This design comes from an exercise in tuning for small area, a short achievable clock period and few clock cycles on the open sky130 flow, not from production work. Function was checked by simulation only, so behaviour that the tests miss may differ from the original. Power figures rest on the tool's default switching activity, not on a simulated workload.

==> design.v <==
module SM_2300_Task6_dijkstra(
	input  clk_50M,
	input  rst,                  
	input  go,                   
	input  [5:0] src,            
	input  [5:0] dst,            
	input  [209:0] weights,      
	output ready,
	output reg out_valid,
	output reg [5:0] out_node,
	output reg out_last,
	output reg [10:0] path_cost
);
parameter INT_MAX = 10'b1111111111;
parameter V = 8'd37;
wire [9:0] inf = INT_MAX;
reg [209:0] wreg;           
function [10:0] cost_of;
	input [6:0] i;
	input [6:0] j;
	input [209:0] wv;
	begin
	if (i == j)
		cost_of = 0;
	else if ((i ==0 && j == 1)|| (i ==1 && j == 0))
		cost_of = wv[4:0];    
	else if ((i ==1 && j == 2)|| (i ==2 && j == 1))
		cost_of = wv[9:5];    
	else if ((i ==1 && j == 3)|| (i ==3 && j == 1))
		cost_of = wv[14:10];    
	else if ((i ==1 && j == 4)|| (i ==4 && j == 1))
		cost_of = wv[19:15];    
	else if ((i ==4 && j == 5)|| (i ==5 && j == 4))
		cost_of = wv[24:20];    
	else if ((i ==4 && j == 6)|| (i ==6 && j == 4))
		cost_of = wv[29:25];    
	else if ((i ==4 && j == 7)|| (i ==7 && j == 4))
		cost_of = wv[34:30];    
	else if ((i ==7 && j == 8)|| (i ==8 && j == 7))
		cost_of = wv[39:35];    
	else if ((i ==7 && j == 9)|| (i ==9 && j == 7))
		cost_of = wv[44:40];    
	else if ((i ==7 && j == 11)|| (i ==11 && j == 7))
		cost_of = wv[49:45];    
	else if ((i ==11 && j == 12)|| (i ==12 && j == 11))
		cost_of = wv[54:50];    
	else if ((i ==11 && j == 10)|| (i ==10 && j == 11))
		cost_of = wv[59:55];    
	else if ((i ==12 && j == 13)|| (i ==13 && j == 12))
		cost_of = wv[64:60];    
	else if ((i ==13 && j == 14)|| (i ==14 && j == 13))
		cost_of = wv[69:65];    
	else if ((i ==13 && j == 28)|| (i ==28 && j == 13))
		cost_of = wv[74:70];    
	else if ((i ==13 && j == 26)|| (i ==26 && j == 13))
		cost_of = wv[79:75];    
	else if ((i ==26 && j == 27)|| (i ==27 && j == 26))
		cost_of = wv[84:80];    
	else if ((i ==26 && j == 25)|| (i ==25 && j == 26))
		cost_of = wv[89:85];    
	else if ((i ==25 && j == 23)|| (i ==23 && j == 25))
		cost_of = wv[94:90];    
	else if ((i ==25 && j == 0)|| (i ==0 && j == 25))
		cost_of = wv[99:95];    
	else if ((i ==23 && j == 24)|| (i ==24 && j == 23))
		cost_of = wv[104:100];    
	else if ((i ==23 && j == 21)|| (i ==21 && j == 23))
		cost_of = wv[109:105];    
	else if ((i ==21 && j == 22)|| (i ==22 && j == 21))
		cost_of = wv[114:110];    
	else if ((i ==21 && j == 16)|| (i ==16 && j == 21))
		cost_of = wv[119:115];    
	else if ((i ==14 && j == 18)|| (i ==18 && j == 14))
		cost_of = wv[124:120];    
	else if ((i ==14 && j == 15)|| (i ==15 && j == 14))
		cost_of = wv[129:125];    
	else if ((i ==15 && j == 20)|| (i ==20 && j == 15))
		cost_of = wv[134:130];    
	else if ((i ==15 && j == 16)|| (i ==16 && j == 15))
		cost_of = wv[139:135];    
	else if ((i ==16 && j == 17)|| (i ==17 && j == 16))
		cost_of = wv[144:140];    
	else if ((i ==18 && j == 19)|| (i ==19 && j == 18))
		cost_of = wv[149:145];    
	else if ((i ==18 && j == 17)|| (i ==17 && j == 18))
		cost_of = wv[154:150];    
	else if ((i ==17 && j == 29)|| (i ==29 && j == 17))
		cost_of = wv[159:155];    
	else if ((i ==29 && j == 30)|| (i ==30 && j == 29))
		cost_of = wv[164:160];    
	else if ((i ==29 && j == 32)|| (i ==32 && j == 29))
		cost_of = wv[169:165];    
	else if ((i ==32 && j == 33)|| (i ==33 && j == 32))
		cost_of = wv[174:170];    
	else if ((i ==32 && j == 36)|| (i ==36 && j == 32))
		cost_of = wv[179:175];    
	else if ((i ==36 && j == 0)|| (i ==0 && j == 36))
		cost_of = wv[184:180];    
	else if ((i ==36 && j == 35)|| (i ==35 && j == 36))
		cost_of = wv[189:185];    
	else if ((i ==35 && j == 12)|| (i ==12 && j == 35))
		cost_of = wv[194:190];    
	else if ((i ==35 && j == 34)|| (i ==34 && j == 35))
		cost_of = wv[199:195];    
	else if ((i ==30 && j == 12)|| (i ==12 && j == 30))
		cost_of = wv[204:200];    
	else if ((i ==30 && j == 31)|| (i ==31 && j == 30))
		cost_of = wv[209:205];    
	else cost_of = INT_MAX;
	end
endfunction
reg [6:0] start;   
reg [6:0] goal;    
reg [1:0] processed[36:0];
reg [6:0] i,j,cnt;
reg [10:0] val [36:0];    
reg [5:0] parent [36:0];       
reg [10:0] minimum;            
reg [10:0] val_v;              
reg [6:0] end_node;
reg [5:0] vertex;     
reg done_dij;
task min_vertex;
begin
	minimum=INT_MAX;
	for(i=0;i< (V);i= i+1)
	begin
		if(processed[i]==0 && val[i]<minimum )
		begin
			vertex = i;
			minimum = val[i];
		end
	end
end
endtask
task relax_edge ;
begin
val_v = val[vertex];
for( j=0;j< V;j =j+1)
		begin
		if(cost_of(vertex,j,wreg)!=0 && processed[j]==0 && cost_of(vertex,j,wreg)!=inf && (val_v+cost_of(vertex,j,wreg) < val[j]))
			begin
				val[j] = val_v+cost_of(vertex,j,wreg);
				parent[j] = vertex;
			end
		end
end
endtask
parameter state_0=4'd0,
			 state_1=4'd1,
			 state_2=4'd2,
			 state_3=4'd3,
			 state_4=4'd4,
			 state_5=4'd5;
reg [3:0] curr_state;
task dijkstra;
begin
case(curr_state)
	state_0:	begin
						cnt = 0;               
					   for (i =0; i< 37; i=i+1) begin
						  val[i] = INT_MAX;
						  parent[i] = 0;
						  processed[i] = 0;
						  end
						val[start] =0;
						parent[start] = start;
						if(val[start]==0 && parent[start] ==start)
						begin
						curr_state<= state_1;
						end
				end
	state_1:	begin
				min_vertex();
				if(i==V) curr_state<= state_2;
				end
	state_2: begin
				processed[vertex]=1;
				relax_edge ();
				if(j==V) curr_state<= state_3;
				end
	state_3: begin
				i=0;
				j=0;
				if(i==0&&j==0)curr_state <= state_4;
				end
	state_4:begin
			  cnt = cnt +1;
			  if(cnt >0) curr_state <= state_1;
			  if (cnt ==V-1 )
				  curr_state <=state_5;
        end
	state_5:begin
				done_dij=1;
			end
	default: ;
endcase
end
endtask
reg [5:0] a;                
reg [5:0] path_temp[36:0];
reg [5:0] k_out;            
parameter ps1 = 3'd0;
parameter ps4 = 3'd3;
parameter ps7 = 3'd6;
reg [2:0] path_state;
task find_path;
	input [5:0] z;
 begin
      path_temp[a]=z;
		a=a+1;
		z=parent[z];
		end_node= z;
		if(end_node==start)  begin
									path_state<=ps4;
									end
		else path_state<=ps1;
end
endtask
reg busy;
assign ready = ~busy;
always @(posedge clk_50M)
begin
	out_valid <= 0;
	out_last  <= 0;
	if (rst) begin
		busy <= 0;
		done_dij = 0;
		curr_state <= state_0;
		path_state <= ps1;
	end
	else if (!busy) begin
		if (go) begin
			start = src;
			goal = dst;
			end_node = dst;
			wreg <= weights;
			a = 0;
			done_dij = 0;
			curr_state <= state_0;
			path_state <= ps1;
			busy <= 1;
		end
	end
	else begin
		dijkstra();
		if (done_dij==1) begin
			case (path_state)
				ps1: find_path(end_node);
				ps4: begin
						k_out = 0;
						path_state <= ps7;
					end
				ps7: begin                 
						out_valid <= 1;
						out_node  <= path_temp[a-(k_out+1)];    
						path_cost      <= val[goal];
						if (k_out == a-1) begin
							out_last <= 1;
							busy <= 0;
						end
						k_out = k_out + 1;
					end
				default: ;
			endcase
		end
	end
end
endmodule
==> run.sh <==
#!/bin/bash
# synth_recipe.tcl (not shown) runs the flow's synth.tcl, then flattens the netlist and writes it again
# the make line also repeats each setting of config.mk as NAME=value (left out here)
make -C /OpenROAD-flow-scripts/flow DESIGN_CONFIG=/design/flow/config.mk WORK_HOME=/design/flow/orfs CLKGATE_MAP_FILE= SYNTH_SCRIPT=/design/flow/synth_recipe.tcl finish
==> config.mk <==
export PLATFORM = sky130hd
export DESIGN_NAME = SM_2300_Task6_dijkstra
export DESIGN_NICKNAME = SM_2300_Task6_dijkstra
export VERILOG_FILES = /design/flow/design.v
export SDC_FILE = /design/flow/constraint.sdc
export NUM_CORES = 8
export LEC_CHECK = 0
export CAP_MARGIN = 20
export CORE_MARGIN = 2
export CORE_UTILIZATION = 25
export SLEW_MARGIN = 20
export SYNTH_MEMORY_MAX_BITS = 65536
==> constraint.sdc <==
create_clock -name core_clock -period 80.0 [get_ports {clk_50M}]
set_input_delay 16.0000 -clock core_clock [delete_from_list [all_inputs] [get_ports {clk_50M}]]
set_output_delay 16.0000 -clock core_clock [all_outputs]
set_load 0.01 [all_outputs]
==> run_summary.xml <==
<?xml version="1.0" encoding="UTF-8"?>
<metrics>
  <group name="yosys">
    <metric name="post_synth_main_area_contributors" unit="">sky130_fd_sc_hd__edfxtp_1 36%, sky130_fd_sc_hd__ha_1 13%, sky130_fd_sc_hd__o21ai_0 5.0%</metric>
    <metric name="synth_most_common_cell" unit="">sky130_fd_sc_hd__edfxtp_1</metric>
    <metric name="number_of_standard_cells_after_synthesis" unit="">11050</metric>
    <metric name="synthDominantCellAreaShare" unit="">0.3585</metric>
    <metric name="mappedNetlistNets" unit="">12390</metric>
    <metric name="syn_area" unit="um2">100100</metric>
    <metric name="synth_compound_area_frac" unit="">0.2461</metric>
    <metric name="ys_dominant_reg_cell" unit="">sky130_fd_sc_hd__edfxtp_1</metric>
    <metric name="ys_ff_latch" unit="">1242</metric>
    <metric name="yosysWarnings" unit="">5</metric>
    <metric name="synth-edff-count" unit="">1195</metric>
    <metric name="dominant_combinational_cell_family_by_area_after_synthesis" unit="">compound AO/OA/AOI/OAI gates</metric>
    <metric name="synth_xor_area_frac" unit="">0.03447</metric>
    <metric name="postSynth.asyncResetShare" unit="">0</metric>
    <metric name="synth_mux_area_frac" unit="">0.02539</metric>
    <metric name="synth-simple-area-share" unit="">0.1249</metric>
    <metric name="ys_top_cells_by_count" unit="">1195 x sky130_fd_sc_hd__edfxtp_1, 1079 x sky130_fd_sc_hd__ha_1, 1052 x sky130_fd_sc_hd__inv_1</metric>
    <metric name="post-synth-top-area-cell" unit="">sky130_fd_sc_hd__edfxtp_1</metric>
    <metric name="post_synthesis_sequential_area_ratio" unit="">0.3679</metric>
    <metric name="post_synth.cell_area_avg" unit="um2">9.062</metric>
    <metric name="yosys.cell_types.count" unit="">109</metric>
    <metric name="yosys.area_share.adder" unit="">0.1432</metric>
  </group>
  <group name="worst_setup_path">
    <metric name="worst-endpoint-required" unit="ns">80.66</metric>
    <metric name="worst-endpoint-arrival" unit="ns">76.22</metric>
    <metric name="critical-path-max-stage-delay" unit="ns">0.68</metric>
    <metric name="path_max_fanout" unit="">21</metric>
    <metric name="worstSetupEndpointType" unit="">flop</metric>
    <metric name="timing.critical_path.mode_cell" unit="">sky130_fd_sc_hd__ha_1</metric>
    <metric name="critPathSlowestCell" unit="">sky130_fd_sc_hd__or4b_2</metric>
    <metric name="worstRegToRegCells" unit="">354</metric>
    <metric name="worstSetupPathType" unit="">flop to flop</metric>
    <metric name="start_kind" unit="">flop</metric>
  </group>
  <group name="sta">
    <metric name="finalSetupViolations" unit="">0</metric>
    <metric name="slew_headroom" unit="">0.07373</metric>
    <metric name="timing.final.hold_violations" unit="">0</metric>
    <metric name="final_period_minus_worst_setup_slack" unit="ns">75.57</metric>
    <metric name="worst_pin_slew" unit="ns">1.375</metric>
    <metric name="drv_slew" unit="">0</metric>
    <metric name="maxClockFrequency" unit="MHz">13.23</metric>
    <metric name="post-route-period-util" unit="">0.9446</metric>
    <metric name="post-route-worst-setup-slack" unit="ns">4.433</metric>
    <metric name="post_route_clock_skew" unit="ns">0.1143</metric>
  </group>
  <group name="layout">
    <metric name="num-nets-final" unit="">12980</metric>
    <metric name="relative_area_change_from_synthesis_to_final_layout" unit="%">19.12</metric>
    <metric name="drive_above_1_share" unit="">0.1113</metric>
    <metric name="number_of_fillers_in_the_final_layout" unit="">42310</metric>
  </group>
  <group name="placement">
    <metric name="place.port_buffers" unit="">244</metric>
    <metric name="place.detailed.hpwl" unit="mm">603.9</metric>
    <metric name="dp_slack" unit="ns">0.5099</metric>
    <metric name="place.gp.congestion" unit="">1.118</metric>
  </group>
  <group name="global_route">
    <metric name="grt_pass1_wl" unit="mm">945.8</metric>
    <metric name="grt_antenna_before_repair" unit="">158</metric>
    <metric name="number_of_global_route_vias_before_repair" unit="">93810</metric>
    <metric name="gr-usage-all-layers" unit="">0.3505</metric>
    <metric name="grt_overflow_total" unit="">0</metric>
    <metric name="pin_count_of_the_biggest_net_entering_global_routing" unit="">110</metric>
  </group>
  <group name="clocking">
    <metric name="cts_htree_levels" unit="">4</metric>
    <metric name="cts_inserted_buffers" unit="">169</metric>
    <metric name="clk_root_buffer_cell" unit="">sky130_fd_sc_hd__clkbuf_16</metric>
    <metric name="tritoncts_clock_tree" unit="">done</metric>
    <metric name="cts_hold_buffers" unit="">0</metric>
    <metric name="clock_sinks" unit="">1242</metric>
    <metric name="cts_buffer_depth" unit="">4</metric>
    <metric name="clk_latency" unit="ns">0.98</metric>
    <metric name="clk_transition_reported_paths" unit="ns">0.07</metric>
  </group>
  <group name="routing">
    <metric name="routed-via-count" unit="">104300</metric>
    <metric name="wirelength" unit="mm">741.1</metric>
    <metric name="via_per_inst" unit="">6.097</metric>
    <metric name="detail_route.iter0.violations" unit="">16580</metric>
    <metric name="detail-route-antenna-nets" unit="">0</metric>
    <metric name="route.detailed.drc" unit="">0</metric>
    <metric name="drt-pass1-iter-count" unit="">10</metric>
    <metric name="average_routed_wire_per_standard_cell" unit="um">43.31</metric>
  </group>
  <group name="pwr">
    <metric name="totalPowerFinal" unit="mW">4.857</metric>
    <metric name="power_density" unit="nW/um2">40.74</metric>
    <metric name="p_leak" unit="nW">47.24</metric>
    <metric name="peakVddDrop" unit="mV">0.05247</metric>
  </group>
  <group name="flow_run">
    <metric name="timing.max_cap.violations" unit="">0</metric>
  </group>
  <group name="floorplanning">
    <metric name="vertical_extent_of_the_die" unit="um">636.8</metric>
    <metric name="ios" unit="">245</metric>
    <metric name="width_of_the_chip" unit="um">636.8</metric>
    <metric name="core.rowCount" unit="">232</metric>
    <metric name="initial_utilization" unit="">0.2510</metric>
    <metric name="core_region_area" unit="um2">398800</metric>
    <metric name="floorplan.die_area" unit="um2">405500</metric>
  </group>
  <group name="worst_hold_path">
    <metric name="min_path_cells" unit="">2</metric>
    <metric name="holdCritPathClass" unit="">flop to flop</metric>
  </group>
  <group name="run_status">
    <metric name="run_status" unit="">complete, no violations</metric>
  </group>
</metrics>
==> worst paths after layout <==
| kind | to | start | slack (ns) |
|---|---|---|---|
| min | done_dij | done_dij | 0.48 |
| max reg2reg | vertex[3] | val[0][9] | 4.43 |
| max | vertex[3] | val[0][9] | 4.43 |
| min reg2reg | done_dij | done_dij | 0.48 |
==> per-layer routing <==
metal,part of all wire,track usage,vias up
met3,0.11,0.1003,1640
li1,-,-,42860
met2,0.40,0.4970,7595
met1,0.40,0.4577,52180
met5,0.00038,0,-
met4,0.082,0.2384,44
==> cells in the final DEF, fill, tap and decap left out, types with 357 or more instances in the layout <==
cell,synthesis,routed
sky130_fd_sc_hd__edfxtp_1,1195,1195
sky130_fd_sc_hd__ha_1,1079,1079
sky130_fd_sc_hd__inv_1,1052,1049
sky130_fd_sc_hd__o21ai_0,1004,967
sky130_fd_sc_hd__a21oi_1,989,951
sky130_fd_sc_hd__nor2_1,833,779
sky130_fd_sc_hd__buf_4,4,653
sky130_fd_sc_hd__nand2_1,615,611
sky130_fd_sc_hd__o22ai_1,577,575
sky130_fd_sc_hd__a22oi_1,357,357
==> through the flow <==
stage,std cells,area [um2],util,hold slack (ns),TNS [ns]
finish,17110,119200,0.2990,0.4828,0
global route,17040,119100,0.2985,0.5071,-1.376
CTS,17000,118100,0.2962,0.4851,0
detailed placement,16700,112600,0.2824,0.4715,0
global placement,16700,112600,0.2824,0.4634,0
floorplan,11050,100100,-,0.4463,0
==> worst max-delay path: cells and delay by family, from the launching register on <==
family	cells	cell delay, ns
compound gates	132	29.17
fa+ha+maj	38	10.50
buf+inv	58	8.48
flops	1	0.49
mux	28	8.31
simple gates	98	18.12
==> area by class of cell <==
cell class | count | area (um2) | area share
Tap cell | 5265 | 6588 | 0.05524
Sequential cell | 1242 | 36830 | 0.3089
Multi-Input combinational cell | 8261 | 58670 | 0.4920
Timing Repair Buffer | 906 | 7486 | 0.06278
Inverter | 1056 | 3981 | 0.03339
Antenna cell | 76 | 190.2 | 0.001595
Clock buffer | 202 | 4449 | 0.03731
Clock inverter | 102 | 1050 | 0.008803
==> state kept, by name, indices dropped and copies added, names as in the netlist, 3 cells and up, named ones only <==
register and flops:
start 6, cnt 7, path_temp 222, a 6, out_node 6, wreg 210
parent 222, k_out 6, goal 6, path_state 3, vertex 6, path_cost 11
end_node 6, processed 74, val 407, curr_state 3
==> logic make-up (layout without fill, tap and decap cells) <==
family | Yosys count | after routing
compound gates | 3918 | 3919
simple gates | 2583 | 2583
buf+inv | 1544 | 2266
flops | 1242 | 1242
fa+ha+maj | 1124 | 1124
xor+xnor | 394 | 394
mux | 240 | 240
other cells | 1 | 77
==> where the power goes <==
| part | switching [mW] | internal (mW) | total, mW |
|---|---|---|---|
| Combinational | 2.02 | 1.27 | 3.29 |
| Sequential | 0.0196 | 0.738 | 0.758 |
| Clock | 0.357 | 0.449 | 0.806 |
| Total | 2.40 | 2.46 | 4.86 |
==> what timing repair did <==
item,in CTS,in global routing
gates cloned,0,1
endpoints found under the setup margin,6,12
setup buffers,0,29
resized for setup,1,140
hold endpoints to repair,0,0
pin swaps,0,15
Testbench counts, summed over its fixed seeds: cycles 29,880.

[afterwards: timing with drivers on the ports]
No port has a modelled driver above. Below, the same layout with a new extraction and two added sets of constraints.
Step 1 sets driving cells, clkbuf_16 on the clock port and buf_2 on the other inputs (assumed; they add their load-dependent delay and slew).
Step 2 moves the port delays by t, midway between the first and last clock arrival at a register: inputs arrive t later, outputs are due t later. That takes back most of the time a late clock gives input paths.
a / b / c = ideal ports / drivers / drivers and shift; a / b = the first two.
t (ns): 1.026
slack for setup (ns): 4.433 / 4.433 / 4.433
worst setup path after step 2: register to register
clock arrival spread, ns: 0.115 / 0.115
After both steps this run still meets setup and hold. The setup slack of this run moves by 0.000 ns with the drivers and by 0.000 ns with both steps.
